From an optimization exercise on the open Yosys and OpenROAD flow, aimed at small area; shortcuts taken in it are not production practice.
In this exercise RTL edits were held to simulation tests only and were not proved equivalent to the original.
Power and IR drop assume default switching activity.

==> run A <==
## CH3_WATCH
module CH3_WATCH(
 RESETN, CLK,
 SEG_COM, SEG_DATA
);
input RESETN, CLK;
output [7:0] SEG_COM, SEG_DATA;
reg [9:0] X;
wire TICK = X[9] & X[8] & X[7] & X[6] & ~X[5] & ~X[4] & X[3] & X[2] & X[1] & ~X[0];
wire LD  = ~RESETN | TICK;    
wire LDN = ~LD;
always @(posedge CLK) begin
	X[0] <= RESETN & (TICK | (X[9] ^ X[6]));
	X[1] <= ~(LDN & X[0]);
	X[2] <= ~(LD | X[1]);
	X[3] <= ~(LDN & X[2]);
	X[4] <= ~(LD | X[3]);
	X[5] <= ~(LDN & X[4]);
	X[6] <= ~(LD | X[5]);
	X[7] <= ~(LDN & X[6]);
	X[8] <= ~(LD | X[7]);
	X[9] <= ~(LDN & X[8]);
end
wire [3:0] S1, M1;
wire [2:0] S10, M10;
wire S_C, M_C;
CH3_WT_SEP S_CNT (.CLK(CLK), .RESETN(RESETN), .EN(TICK),
                  .TENS_MAX(3'd5), .U(S1), .T(S10), .CARRY(S_C));
CH3_WT_SEP M_CNT (.CLK(CLK), .RESETN(RESETN), .EN(S_C),
                  .TENS_MAX(3'd5), .U(M1), .T(M10), .CARRY(M_C));
reg [3:0] H1;
reg [1:0] H10;
wire H_23 = H10[1] & H1[1] & H1[0];
wire H1_9 = H1[3] & H1[0];
always @(posedge CLK)
	if (~RESETN) begin
		H1 <= 4'd0; H10 <= 2'd0;
	end else if (M_C) begin
		if (H_23) begin
			H1 <= 4'd0; H10 <= 2'd0;
		end else begin
			H1[0] <= ~H1[0];
			H1[1] <= (H1[1] ^ H1[0]) & ~H1[3];
			H1[2] <= H1[2] ^ (H1[1] & H1[0]);
			H1[3] <= (H1[2] & H1[1] & H1[0]) | (H1[3] & ~H1[0]);
			if (H1_9)
				H10 <= {H10[0], ~H10[0]};
		end
	end
reg DP;
reg [1:0] PM;
always @(posedge CLK) begin
	DP <= RESETN & ~DP;
	PM[0] <= ~RESETN | ~(PM[0] ^ PM[1]);
	PM[1] <= ~RESETN | (PM[0] & ~PM[1]);
end
wire R  = ~DP & PM[1] & PM[0];
wire P0 = ~DP & ~PM[1] & ~PM[0];
wire P1 =  DP & ~PM[1] &  PM[0];
wire P2 = ~DP &  PM[1] & ~PM[0];
wire P3 =  DP & ~PM[1] & ~PM[0];
wire P4 = ~DP & ~PM[1] &  PM[0];
wire P5 =  DP &  PM[1] & ~PM[0];
assign SEG_COM = {DP | (PM[1] ^ PM[0]),
                  ~(PM[0] & (DP ^ PM[1])),
                  DP | ~PM[1],
                  (PM[0] ^ PM[1]) | ~(DP ^ PM[1]),
                  DP | ~PM[0],
                  ~(PM[1] & (DP ^ PM[0])),
                  ~R, ~R};
wire [3:0] NUM = ({4{P0}} & {2'b00, H10}) |
                 ({4{P1}} & H1) |
                 ({4{P2}} & {1'b0, M10}) |
                 ({4{P3}} & M1) |
                 ({4{P4}} & {1'b0, S10}) |
                 ({4{P5}} & S1);
  ...
==> module CH3_WT_SEP, before the edit <==
module CH3_WT_SEP(
 CLK, RESETN, EN, TENS_MAX,
 U, T, CARRY
);
input CLK, RESETN, EN;
input [2:0] TENS_MAX;
output [3:0] U;
output [2:0] T;
output CARRY;
reg [3:0] U;
reg [2:0] T;
wire U9 = U[3] & U[0];
wire TM = (T[2] & T[0]);     
wire EN_T = EN & U9;
assign CARRY = EN_T & TM;
always @(posedge CLK)
	if (~RESETN)
		U <= 4'd0;
	else if (EN) begin
		U[0] <= ~U[0];
		U[1] <= (U[1] ^ U[0]) & ~U[3];
		U[2] <= U[2] ^ (U[1] & U[0]);
		U[3] <= (U[2] & U[1] & U[0]) | (U[3] & ~U[0]);
	end
always @(posedge CLK)
	if (~RESETN)
		T <= 3'd0;
	else if (EN_T) begin
		T[0] <= ~T[0];
		T[1] <= (T[1] ^ T[0]) & ~T[2];
		T[2] <= (T[1] & T[0]) | (T[2] & ~T[0]);
	end
endmodule
==> module CH3_WATCH, before the edit <==
module CH3_WATCH(
 RESETN, CLK,
 SEG_COM, SEG_DATA
);
input RESETN, CLK;
output [7:0] SEG_COM, SEG_DATA;
reg [9:0] X;
wire TICK = X[9] & X[8] & X[7] & X[6] & ~X[5] & ~X[4] & X[3] & X[2] & X[1] & ~X[0];
wire LD  = ~RESETN | TICK;    
wire LDN = ~LD;
always @(posedge CLK) begin
	X[0] <= RESETN & (TICK | (X[9] ^ X[6]));
	X[1] <= ~(LDN & X[0]);
	X[2] <= ~(LD | X[1]);
	X[3] <= ~(LDN & X[2]);
	X[4] <= ~(LD | X[3]);
	X[5] <= ~(LDN & X[4]);
	X[6] <= ~(LD | X[5]);
	X[7] <= ~(LDN & X[6]);
	X[8] <= ~(LD | X[7]);
	X[9] <= ~(LDN & X[8]);
end
wire [3:0] S1, M1;
wire [2:0] S10, M10;
wire S_C, M_C;
CH3_WT_SEP S_CNT (.CLK(CLK), .RESETN(RESETN), .EN(TICK),
                  .TENS_MAX(3'd5), .U(S1), .T(S10), .CARRY(S_C));
CH3_WT_SEP M_CNT (.CLK(CLK), .RESETN(RESETN), .EN(S_C),
                  .TENS_MAX(3'd5), .U(M1), .T(M10), .CARRY(M_C));
reg [3:0] H1;
reg [1:0] H10;
wire H_23 = H10[1] & H1[1] & H1[0];
wire H1_9 = H1[3] & H1[0];
always @(posedge CLK)
	if (~RESETN) begin
		H1 <= 4'd0; H10 <= 2'd0;
	end else if (M_C) begin
		if (H_23) begin
			H1 <= 4'd0; H10 <= 2'd0;
		end else begin
			H1[0] <= ~H1[0];
			H1[1] <= (H1[1] ^ H1[0]) & ~H1[3];
			H1[2] <= H1[2] ^ (H1[1] & H1[0]);
			H1[3] <= (H1[2] & H1[1] & H1[0]) | (H1[3] & ~H1[0]);
			if (H1_9)
				H10 <= {H10[0], ~H10[0]};
		end
	end
reg DP;
reg [1:0] PM;
always @(posedge CLK) begin
	DP <= RESETN & ~DP;
	PM[0] <= ~RESETN | ~(PM[0] ^ PM[1]);
	PM[1] <= ~RESETN | (PM[0] & ~PM[1]);
end
wire R  = ~DP & PM[1] & PM[0];
wire P0 = ~DP & ~PM[1] & ~PM[0];
wire P1 =  DP & ~PM[1] &  PM[0];
wire P2 = ~DP &  PM[1] & ~PM[0];
wire P3 =  DP & ~PM[1] & ~PM[0];
wire P4 = ~DP & ~PM[1] &  PM[0];
wire P5 =  DP &  PM[1] & ~PM[0];
assign SEG_COM = {DP | (PM[1] ^ PM[0]),
                  ~(PM[0] & (DP ^ PM[1])),
                  DP | ~PM[1],
                  (PM[0] ^ PM[1]) | ~(DP ^ PM[1]),
                  DP | ~PM[0],
                  ~(PM[1] & (DP ^ PM[0])),
                  ~R, ~R};
wire [3:0] NUM = ({4{P0}} & {2'b00, H10}) |
                 ({4{P1}} & H1) |
                 ({4{P2}} & {1'b0, M10}) |
                 ({4{P3}} & M1) |
                 ({4{P4}} & {1'b0, S10}) |
                 ({4{P5}} & S1);
CH3_WT_DECODER S_DECODE(NUM, DP, SEG_DATA);
endmodule
==> flow/config.mk <==
export PLATFORM = sky130hd
export DESIGN_NAME = CH3_WATCH
export DESIGN_NICKNAME = CH3_WATCH
export VERILOG_FILES = /design/flow/design.v
export SDC_FILE = /design/flow/constraint.sdc
export NUM_CORES = 4
export LEC_CHECK = 0
export ABC_AREA = 1
export ABC_CLOCK_PERIOD_IN_PS = 10000
export CAP_MARGIN = 20
export CORE_MARGIN = 2
export CORE_UTILIZATION = 40
export SLEW_MARGIN = 20
==> flow/constraint.sdc <==
create_clock -name core_clock -period 10.0 [get_ports {CLK}]
set_input_delay 2.0000 -clock core_clock [delete_from_list [all_inputs] [get_ports {CLK}]]
set_output_delay 2.0000 -clock core_clock [all_outputs]
set_load 0.01 [all_outputs]
run.sh (not shown) runs the stock make flow with config.mk's settings and CLKGATE_MAP_FILE= SYNTH_SCRIPT=/design/flow/synth_recipe.tcl, a recipe that flattens the netlist after the stock synthesis.
==> inputs of run X, as changes to run A <==
--- a/flow/design.v
+++ b/flow/design.v
@@ -1,35 +1,2 @@
-module CH3_WT_SEP(
- CLK, RESETN, EN, TENS_MAX,
- U, T, CARRY
-);
-input CLK, RESETN, EN;
-input [2:0] TENS_MAX;
-output [3:0] U;
-output [2:0] T;
-output CARRY;
-reg [3:0] U;
-reg [2:0] T;
-wire U9 = U[3] & U[0];
-wire TM = (T[2] & T[0]);     
-wire EN_T = EN & U9;
-assign CARRY = EN_T & TM;
-always @(posedge CLK)
-	if (~RESETN)
-		U <= 4'd0;
-	else if (EN) begin
-		U[0] <= ~U[0];
-		U[1] <= (U[1] ^ U[0]) & ~U[3];
-		U[2] <= U[2] ^ (U[1] & U[0]);
-		U[3] <= (U[2] & U[1] & U[0]) | (U[3] & ~U[0]);
-	end
-always @(posedge CLK)
-	if (~RESETN)
-		T <= 3'd0;
-	else if (EN_T) begin
-		T[0] <= ~T[0];
-		T[1] <= (T[1] ^ T[0]) & ~T[2];
-		T[2] <= (T[1] & T[0]) | (T[2] & ~T[0]);
-	end
-endmodule
 module CH3_WT_DECODER(
  BCD, DOT,
@@ -71,30 +38,39 @@
 	X[9] <= ~(LDN & X[8]);
 end
-wire [3:0] S1, M1;
-wire [2:0] S10, M10;
-wire S_C, M_C;
-CH3_WT_SEP S_CNT (.CLK(CLK), .RESETN(RESETN), .EN(TICK),
-                  .TENS_MAX(3'd5), .U(S1), .T(S10), .CARRY(S_C));
-CH3_WT_SEP M_CNT (.CLK(CLK), .RESETN(RESETN), .EN(S_C),
-                  .TENS_MAX(3'd5), .U(M1), .T(M10), .CARRY(M_C));
-reg [3:0] H1;
-reg [1:0] H10;
-wire H_23 = H10[1] & H1[1] & H1[0];
-wire H1_9 = H1[3] & H1[0];
-always @(posedge CLK)
-	if (~RESETN) begin
-		H1 <= 4'd0; H10 <= 2'd0;
-	end else if (M_C) begin
-		if (H_23) begin
-			H1 <= 4'd0; H10 <= 2'd0;
-		end else begin
-			H1[0] <= ~H1[0];
-			H1[1] <= (H1[1] ^ H1[0]) & ~H1[3];
-			H1[2] <= H1[2] ^ (H1[1] & H1[0]);
-			H1[3] <= (H1[2] & H1[1] & H1[0]) | (H1[3] & ~H1[0]);
-			if (H1_9)
-				H10 <= {H10[0], ~H10[0]};
-		end
-	end
+reg [3:0] S1, M1, H1; reg [2:0] S10, M10; reg [1:0] H10;
+wire e0 = TICK;
+wire e0b = e0 & S1[0];
+wire e1 = e0b & S1[3];
+wire e1b = e1 & S10[0];
+wire e2 = e1b & S10[2];
+wire e2b = e2 & M1[0];
+wire e3 = e2b & M1[3];
+wire e3b = e3 & M10[0];
+wire e4 = e3b & M10[2];
+wire e4b = e4 & H1[0];
+wire h23 = e4 & H10[1] & H1[1] & H1[0];
+wire e5 = e4b & H1[3];
+always @(posedge CLK) begin
+  S1[0] <= RESETN & (S1[0] ^ e0);
+  S1[1] <= RESETN & (S1[1] ^ (e0b & ~S1[3]));
+  S1[2] <= RESETN & (S1[2] ^ (e0b & S1[1]));
+  S1[3] <= RESETN & (S1[3] ^ (e0b & (S1[3] | S1[2] & S1[1])));
+  S10[0] <= RESETN & (S10[0] ^ e1);
+  S10[1] <= RESETN & (S10[1] ^ (e1b & ~S10[2]));
+  S10[2] <= RESETN & (S10[2] ^ (e1b & (S10[2] | S10[1])));
+  M1[0] <= RESETN & (M1[0] ^ e2);
+  M1[1] <= RESETN & (M1[1] ^ (e2b & ~M1[3]));
+  M1[2] <= RESETN & (M1[2] ^ (e2b & M1[1]));
+  M1[3] <= RESETN & (M1[3] ^ (e2b & (M1[3] | M1[2] & M1[1])));
+  M10[0] <= RESETN & (M10[0] ^ e3);
+  M10[1] <= RESETN & (M10[1] ^ (e3b & ~M10[2]));
+  M10[2] <= RESETN & (M10[2] ^ (e3b & (M10[2] | M10[1])));
+  H1[0] <= RESETN & (H1[0] ^ e4);
+  H1[1] <= RESETN & (H1[1] ^ (e4b & ~H1[3]));
+  H1[2] <= RESETN & (H1[2] ^ (e4b & H1[1] & ~H10[1]));
+  H1[3] <= RESETN & (H1[3] ^ (e4b & (H1[3] | H1[2] & H1[1])));
+  H10[0] <= RESETN & (H10[0] ^ e5);
+  H10[1] <= RESETN & (H10[1] ^ (e5 & H10[0] | h23));
+end
 reg DP;
 reg [1:0] PM;
==> flow/flow/run.sh (new file) <==
#!/bin/bash
# Own layout flow: the standard flow (standard.sh) with
#  - the standard synthesis script, except that abc maps the logic with
#    each of the area-oriented scripts in flow/abc_*.script and keeps the
#    smallest result, and no half/full adder cells are extracted before abc;
#  - small port buffers;
#  - a clock tree of small buffers and no dummy loads.
# Each tool's full output goes to the log files ORFS writes under orfs/logs;
# make's own output goes to flow_make.log here.
set -euo pipefail
W=$PWD
LIB=$FLOW_HOME/platforms/$FLOW_PLATFORM/lib/sky130_fd_sc_hd__tt_025C_1v80.lib

cat > $W/own_synth.tcl <<EOF
proc synth {args} { yosys synth -nofsm -noshare {*}\$args }
proc abc {args} {
  set i [lsearch -exact \$args -script]
  if {\$i >= 0} { set args [lreplace \$args \$i [expr {\$i + 1}]] }
  yosys design -save own_pre_abc
  set best ""
  set best_area 1e30
  foreach s [lsort [glob $W/flow/abc_*.script]] {
    yosys design -load own_pre_abc
    yosys abc -script \$s {*}\$args
    yosys opt_clean
    set st [yosys tee -q -s result.string stat -liberty $LIB]
    if {[regexp {Chip area for module [^:]*: ([0-9.]+)} \$st -> a]} {
      puts "OWN_ABC \$s area \$a"
      if {\$a < \$best_area} { set best_area \$a; set best \$s }
    }
  }
  puts "OWN_ABC best \$best area \$best_area"
  yosys design -load own_pre_abc
  yosys abc -script \$best {*}\$args
}
source \$::env(SCRIPTS_DIR)/synth.tcl
# left out here: clear keep_hierarchy, flatten, clean up
yosys rename -hide {w:*\$func\$*}
write_verilog -noattr -nohex -nodec \$::env(RESULTS_DIR)/1_2_yosys.v
EOF

bash standard.sh \
  SYNTH_SCRIPT=$W/own_synth.tcl \
  ADDER_MAP_FILE= \
  ABC_CLOCK_PERIOD_IN_PS=10000 \
  "BUFFER_PORTS_ARGS=-buffer_cell sky130_fd_sc_hd__buf_1" \
  "CTS_ARGS=-sink_clustering_enable -repair_clock_nets -dont_use_dummy_load -buf_list sky130_fd_sc_hd__clkbuf_4" \
  finish > $W/flow_make.log 2>&1
test -f $W/out/final.def
==> flow/flow/abc_1.script (new file) <==
strash
dch
map -a
topo
dnsize
==> flow/flow/abc_2.script (new file) <==
strash
dch -f
amap
topo
dnsize
==> flow/flow/abc_3.script (new file) <==
strash
&get -n
&dch -f
&nf -R 1000
&put
topo
dnsize
==> flow/flow/abc_4.script (new file) <==
strash
dc2
dch -f
map -a
strash
dch -f
map -a
topo
dnsize
==> flow/flow/abc_6.script (new file) <==
strash
dc2
dc2
&get -n
&dch -f
&nf -R 1000
&put
topo
dnsize
==> flow/standard.sh (new file) <==
#!/bin/bash
# synth_recipe.tcl (not shown) runs the flow's synth.tcl, then flattens the netlist and writes it again
# the make line also repeats each setting of config.mk as NAME=value (left out here)
make -C /OpenROAD-flow-scripts/flow DESIGN_CONFIG=/design/flow/config.mk WORK_HOME=/design/flow/orfs CLKGATE_MAP_FILE= SYNTH_SCRIPT=/design/flow/synth_recipe.tcl "${@:-finish}"
Settings changed: ABC_AREA 1 to not set, ABC_CLOCK_PERIOD_IN_PS 10000 to not set.
removed: flow/run.sh
==> qor summary <==
Met2 global-route usage: run A 23.05%; run X 23.95%
Setup skew after layout: run A 0.003751 ns; run X 0.03352 ns
M1 WL: run A 2.076 mm; run X 1.403 mm
Post-detailed-routing wire length: run A 3.807 mm; run X 2.912 mm
Final Hold Slack: run A 0.3916 ns; run X 0.3930 ns
Core Box Area: run A 4414 um2; run X 3363 um2
Area share of the largest cell type after synthesis: run A 35.75%; run X 46.64%
Flip-flop and latch share of the layout cell area: run A 31.52%; run X 43.39%
Combinational Power: run A 32.0 uW; run X 17.9 uW
Outcome: run A complete, no violations; run X complete, no violations
Final worst path period need: run A 4.905 ns; run X 4.552 ns
Xor-xnor portion of the synthesized cell area: run A 0.4739%; run X 1.855%
Wire length on met3: run A 187 um; run X 159 um

==> what the ideal ports hide <==
The results above use ideal ports. As a check the final layouts listed here were re-extracted and re-timed, cells and wires unchanged. Step 1: set_driving_cell puts a clkbuf_16 on CLK and a buf_2 on each other input, an assumption about the parent block. Step 2, shift: input delay + t, output delay - t, t = (earliest + latest rising clock arrival at the registers) / 2. This alone moves slack from input paths to output paths. Three values: no drivers, after step 1, after step 2; two values: the first two.
run | shift t [ns] | setup WS [ns] | slew at the worst register clock pin (ns)
run A | 0.311 | 5.095 / 5.069 / 5.380 | 0.08 / 0.08
run X | 0.342 | 5.448 / 5.426 / 5.768 | 0.10 / 0.10
After both steps every run listed still meets setup and hold.
